What follows belongs to an exercise in optimizing a design on an open flow for small area and few clock cycles; a production flow would make more cautious choices. RTL that was checked went through simulation tests only; none was proved equivalent to the original.

// huffman
module huffman(
  input  logic       clk,
  input  logic       rst_n,
  input  logic       in_valid,
  input  logic [7:0] gray_data,
  output logic       CNT_valid,
  output logic [7:0] CNT1, CNT2, CNT3, CNT4, CNT5, CNT6,
  output logic       code_valid,
  output logic [7:0] HC1, HC2, HC3, HC4, HC5, HC6,
  output logic [7:0] M1, M2, M3, M4, M5, M6
);
Settings: LEC_CHECK=0, ABC_AREA=1, ABC_CLOCK_PERIOD_IN_PS=12000, CAP_MARGIN=0, CORE_MARGIN=2, CORE_UTILIZATION=70, GPL_TIMING_DRIVEN=0, SLEW_MARGIN=0; clock period 12.0 ns.
standard.sh (not shown) runs the stock make flow with config.mk's settings and CLKGATE_MAP_FILE= SYNTH_SCRIPT=/design/flow/synth_recipe.tcl, a recipe that flattens the netlist after the stock synthesis.
==> flow/flow/run.sh <==
#!/bin/bash
# Own layout flow: the standard synthesis, then its combinational logic
# re-mapped for area (every flip-flop kept as the standard synthesis made
# it, same instance name and cell), then the standard layout steps with
# small port buffers, one tie cell for the constant outputs and a clock
# tree of small buffers without dummy loads. Each tool's output goes to a log file here.
set -euo pipefail
here=$(pwd)
res=$here/orfs/results/$FLOW_PLATFORM/huffman/base
lib=$FLOW_HOME/platforms/$FLOW_PLATFORM/lib/sky130_fd_sc_hd__tt_025C_1v80.lib
yosys_bin=${YOSYS_EXE:-$FLOW_HOME/../tools/install/yosys/bin/yosys}

# 1. standard synthesis, netlist only
bash standard.sh "$res/1_2_yosys.v" > "$here/flow_synth.log" 2>&1
cp "$res/1_2_yosys.v" "$here/standard_synth.v"

# 2. re-map the combinational logic for area
grep -o 'cell *( *"\?sky130_fd_sc_hd__[a-z0-9_]*' "$lib" | sed 's/.*(\s*"\?//' \
  | grep -E "__(df|edf|sdf|sedf|dl|conb|lpflow|probe)" | tr '\n' ' ' > "$here/keep_cells.txt"
# several ABC scripts; keep the smallest netlist
best=""; best_area=""
n=0
while IFS= read -r script; do
  [[ -z "$script" ]] && continue
  n=$((n + 1))
  echo "$script" > "$here/reopt_$n.abc"
  if REOPT_LIB=$lib REOPT_KEEP=$here/keep_cells.txt REOPT_IN=$here/standard_synth.v \
      REOPT_OUT=$here/reopt_$n.v REOPT_SCRIPT=$here/reopt_$n.abc \
      "$yosys_bin" -c "$here/flow/reopt.tcl" > "$here/flow_reopt_$n.log" 2>&1; then
    area=$(grep "Chip area" "$here/flow_reopt_$n.log" | tail -1 | awk '{print $NF}')
    if [[ -n "$area" ]] && { [[ -z "$best_area" ]] || awk -v a="$area" -v b="$best_area" 'BEGIN{exit !(a < b)}'; }; then
      best=$n; best_area=$area
    fi
  fi
done < "$here/flow/scripts.abc"
echo "best: script $best, area $best_area" > "$here/flow_reopt_choice.log"
cp "$here/reopt_$best.v" "$here/reopt.v"
cp "$here/reopt.v" "$res/1_2_yosys.v"
rm -f "$res/1_synth.odb" "$res/1_synth.sdc"

# 3. the standard layout from there, ports buffered with the smallest buffer
cts="-sink_clustering_enable -repair_clock_nets -dont_use_dummy_load"
cts="$cts -buf_list sky130_fd_sc_hd__clkbuf_4 -root_buf sky130_fd_sc_hd__clkbuf_8"
cts="$cts -sink_clustering_size 30 -sink_clustering_max_diameter 100"
bash standard.sh "BUFFER_PORTS_ARGS=-buffer_cell sky130_fd_sc_hd__buf_1" \
  SKIP_REPAIR_TIE_FANOUT=1 "CTS_ARGS=$cts" finish \
  > "$here/flow_layout.log" 2>&1
Other scripts of this flow, unchanged in this note and not shown: flow/flow/reopt.tcl, flow/flow/scripts.abc
The starting point finished with timing, DRC and antenna clean.
Testbench counts at the start, summed over its fixed seeds: cycles 20,344.
Edit:
--- a/flow/flow/run.sh
+++ b/flow/flow/run.sh
@@ -43 +43 @@
-cts="$cts -buf_list sky130_fd_sc_hd__clkbuf_4 -root_buf sky130_fd_sc_hd__clkbuf_8"
+cts="$cts -buf_list sky130_fd_sc_hd__clkbuf_16 -root_buf sky130_fd_sc_hd__clkbuf_16"
CORE_UTILIZATION = 50   (was 70)
=>
- cell count rises by about 3.7%
- global-route usage is lower by 9.9 points
- cell area goes up by about 2.1%
- first-iteration DRC count fell by about 37%
- sequential share of layout area falls by 0.72 points
- worst setup slack gains 0.59 ns
- maximum frequency is higher by about 6%
- hold slack gains 0.0031 ns
- area after synthesis stays the same


Setup of 03-06:
Another version of the RTL of huffman (not shown whole).
Size: ~1,300 cells after synthesis, roughly 110 flip-flops, ~160 I/O pins, ~8600 µm² of cells after synthesis.
clock: 12.0 ns
lec_check: 0
abc_area: 1
abc_clock_period_in_ps: 12000
cap_margin: 20
core_margin: 2
core_utilization: 40
slew_margin: 20
run.sh (not shown) runs the stock make flow with config.mk's settings and CLKGATE_MAP_FILE= SYNTH_SCRIPT=/design/flow/synth_recipe.tcl, a recipe that flattens the netlist after the stock synthesis.
Stock flow here: none of the scripts above is used.
### 03-06 -> 09-21
-- flow/config.mk --
<<< 03-06, line 10
export CAP_MARGIN = 20
export CORE_MARGIN = 2
export CORE_UTILIZATION = 40
export SLEW_MARGIN = 20
>>> 09-21, line 10
export CAP_MARGIN = 20
export CORE_MARGIN = 2
export CORE_UTILIZATION = 65
export SLEW_MARGIN = 20
--- outcome ---
For portion of the layout cell area used by clock cells, 09-21 and 03-06 come out practically identical. Any difference in worst hold-check slack between 09-21 and 03-06 is small enough to ignore. On count of clock-buffer cells in the layout: 09-21 sits above 03-06.
No run of this note included a check of the RTL's function; only the layout flow was run.


huffman, a different RTL version from the one above (not shown whole).
Size: ~910 cells after synthesis, ~0.0064 mm2 of cells after synthesis.
==> flow/config.mk <==
export PLATFORM = sky130hd
export DESIGN_NAME = huffman
export DESIGN_NICKNAME = huffman
export VERILOG_FILES = /design/flow/design.v
export SDC_FILE = /design/flow/constraint.sdc
export NUM_CORES = 4
export LEC_CHECK = 0
export ABC_AREA = 1
export ABC_CLOCK_PERIOD_IN_PS = 12000
export CAP_MARGIN = 20
export CORE_MARGIN = 2
export CORE_UTILIZATION = 50
export GPL_TIMING_DRIVEN = 0
export SLEW_MARGIN = 20
==> flow/constraint.sdc <==
create_clock -name core_clock -period 12.0 [get_ports {clk}]
set_input_delay 2.4000 -clock core_clock [delete_from_list [all_inputs] [get_ports {clk}]]
set_output_delay 2.4000 -clock core_clock [all_outputs]
set_load 0.01 [all_outputs]
standard.sh (not shown) runs the stock make flow with config.mk's settings and CLKGATE_MAP_FILE= SYNTH_SCRIPT=/design/flow/synth_recipe.tcl, a recipe that flattens the netlist after the stock synthesis.
==> flow/flow/run.sh <==
#!/bin/bash
# Own layout flow: the standard synthesis, then its combinational logic
# re-mapped for area (every flip-flop kept as the standard synthesis made
# it, same instance name and cell), then the standard layout steps with
# small port buffers, one tie cell for the constant outputs and a clock
# tree of small buffers without dummy loads. Each tool's output goes to a log file here.
set -euo pipefail
here=$(pwd)
res=$here/orfs/results/$FLOW_PLATFORM/huffman/base
lib=$FLOW_HOME/platforms/$FLOW_PLATFORM/lib/sky130_fd_sc_hd__tt_025C_1v80.lib
yosys_bin=${YOSYS_EXE:-$FLOW_HOME/../tools/install/yosys/bin/yosys}

# 1. standard synthesis, netlist only
bash standard.sh "$res/1_2_yosys.v" > "$here/flow_synth.log" 2>&1
cp "$res/1_2_yosys.v" "$here/standard_synth.v"

# 2. re-map the combinational logic for area
grep -o 'cell *( *"\?sky130_fd_sc_hd__[a-z0-9_]*' "$lib" | sed 's/.*(\s*"\?//' \
  | grep -E "__(df|edf|sdf|sedf|dl|conb|lpflow|probe)" | tr '\n' ' ' > "$here/keep_cells.txt"
REOPT_LIB=$lib REOPT_KEEP=$here/keep_cells.txt REOPT_IN=$here/standard_synth.v \
  REOPT_OUT=$here/reopt.v REOPT_SCRIPT=$here/flow/area.abc \
  "$yosys_bin" -c "$here/flow/reopt.tcl" > "$here/flow_reopt.log" 2>&1
cp "$here/reopt.v" "$res/1_2_yosys.v"
rm -f "$res/1_synth.odb" "$res/1_synth.sdc"

# 3. the standard layout from there, ports buffered with the smallest buffer
cts="-sink_clustering_enable -repair_clock_nets -dont_use_dummy_load"
cts="$cts -buf_list sky130_fd_sc_hd__clkbuf_8 -root_buf sky130_fd_sc_hd__clkbuf_8"
cts="$cts -sink_clustering_size 60 -sink_clustering_max_diameter 200"
bash standard.sh "BUFFER_PORTS_ARGS=-buffer_cell sky130_fd_sc_hd__buf_1" \
  SKIP_REPAIR_TIE_FANOUT=1 "CTS_ARGS=$cts" finish \
  > "$here/flow_layout.log" 2>&1
Other scripts of this flow, unchanged in this note and not shown: flow/flow/area.abc, flow/flow/reopt.tcl
Testbench counts at the start, summed over its fixed seeds: cycles 20,344.
==> next run, changes <==
--- a/flow/flow/run.sh
+++ b/flow/flow/run.sh
@@ -29 +29 @@
-cts="$cts -sink_clustering_size 60 -sink_clustering_max_diameter 200"
+cts="$cts -sink_clustering_size 30 -sink_clustering_max_diameter 100"
Effect: The changed run finished with timing, DRC and antenna clean; routed wire length does not change; core utilization is unchanged; global-route usage is unchanged; design area is unchanged; non-clock buffer count stays the same; register-to-register slack barely changes; worst setup slack does not change.
==> next run, changes <==
--- a/flow/flow/run.sh
+++ b/flow/flow/run.sh
@@ -28 +28 @@
-cts="$cts -buf_list sky130_fd_sc_hd__clkbuf_8 -root_buf sky130_fd_sc_hd__clkbuf_8"
+cts="$cts -buf_list \"sky130_fd_sc_hd__clkbuf_4 sky130_fd_sc_hd__clkbuf_8\" -root_buf sky130_fd_sc_hd__clkbuf_8"
--- a/flow/config.mk
+++ b/flow/config.mk
@@ -10 +10 @@
-export CAP_MARGIN = 20
+export CAP_MARGIN = 0
@@ -14 +14 @@
-export SLEW_MARGIN = 20
+export SLEW_MARGIN = 0
Effect: This time the run aborted during clock tree synthesis (4_1_cts) with STA-0564; synthesized area stays the same; synthesized cell count does not change.
==> next run, changes <==
--- a/flow/flow/run.sh
+++ b/flow/flow/run.sh
@@ -28 +28 @@
-cts="$cts -buf_list \"sky130_fd_sc_hd__clkbuf_4 sky130_fd_sc_hd__clkbuf_8\" -root_buf sky130_fd_sc_hd__clkbuf_8"
+cts="$cts -buf_list sky130_fd_sc_hd__clkbuf_4 -root_buf sky130_fd_sc_hd__clkbuf_8"
Now the flow finished clean.
Synthesized area does not change.
Synthesized cell count does not change.

-- re-timing with driven ports --
The results above use ideal ports. As a check the final layouts listed here were re-extracted and re-timed, cells and wires unchanged.
Step 1 assumes that a clkbuf_16 drives the clock port and a buf_2 every other input.
Step 2 adds t to the input delays and takes it off the output delays; t is the mean of the earliest and latest rising clock arrival at the registers after step 1. Input paths then give back, and output paths get back, about the clock's delay inside the block.
a / b / c = no drivers / after step 1 / after step 2; a / b = the first two.
run	t (ns)	slack for setup (ns)	worst data-port slew with drivers (ns)	pins driven straight from the clock port
the first run of note 1	0.399	1.864 / 1.873 / 1.474	0.03	1
the second run of note 1	0.388	2.458 / 2.470 / 2.083	0.03	1
03-06	0.471	3.581 / 3.605 / 3.135	0.05	1
09-21	0.471	3.289 / 3.302 / 2.832	0.04	1
the first run of note 3	0.414	3.232 / 3.244 / 2.830	0.03	1
the second run of note 3	0.414	3.232 / 3.244 / 2.830	0.03	1
the fourth run of note 3	0.418	3.104 / 3.117 / 2.698	0.03	1
After both steps setup and hold are still met in every run listed. For 09-21, which loses most, drivers alone change the setup slack by +0.013 ns; drivers and shift together by -0.457 ns.
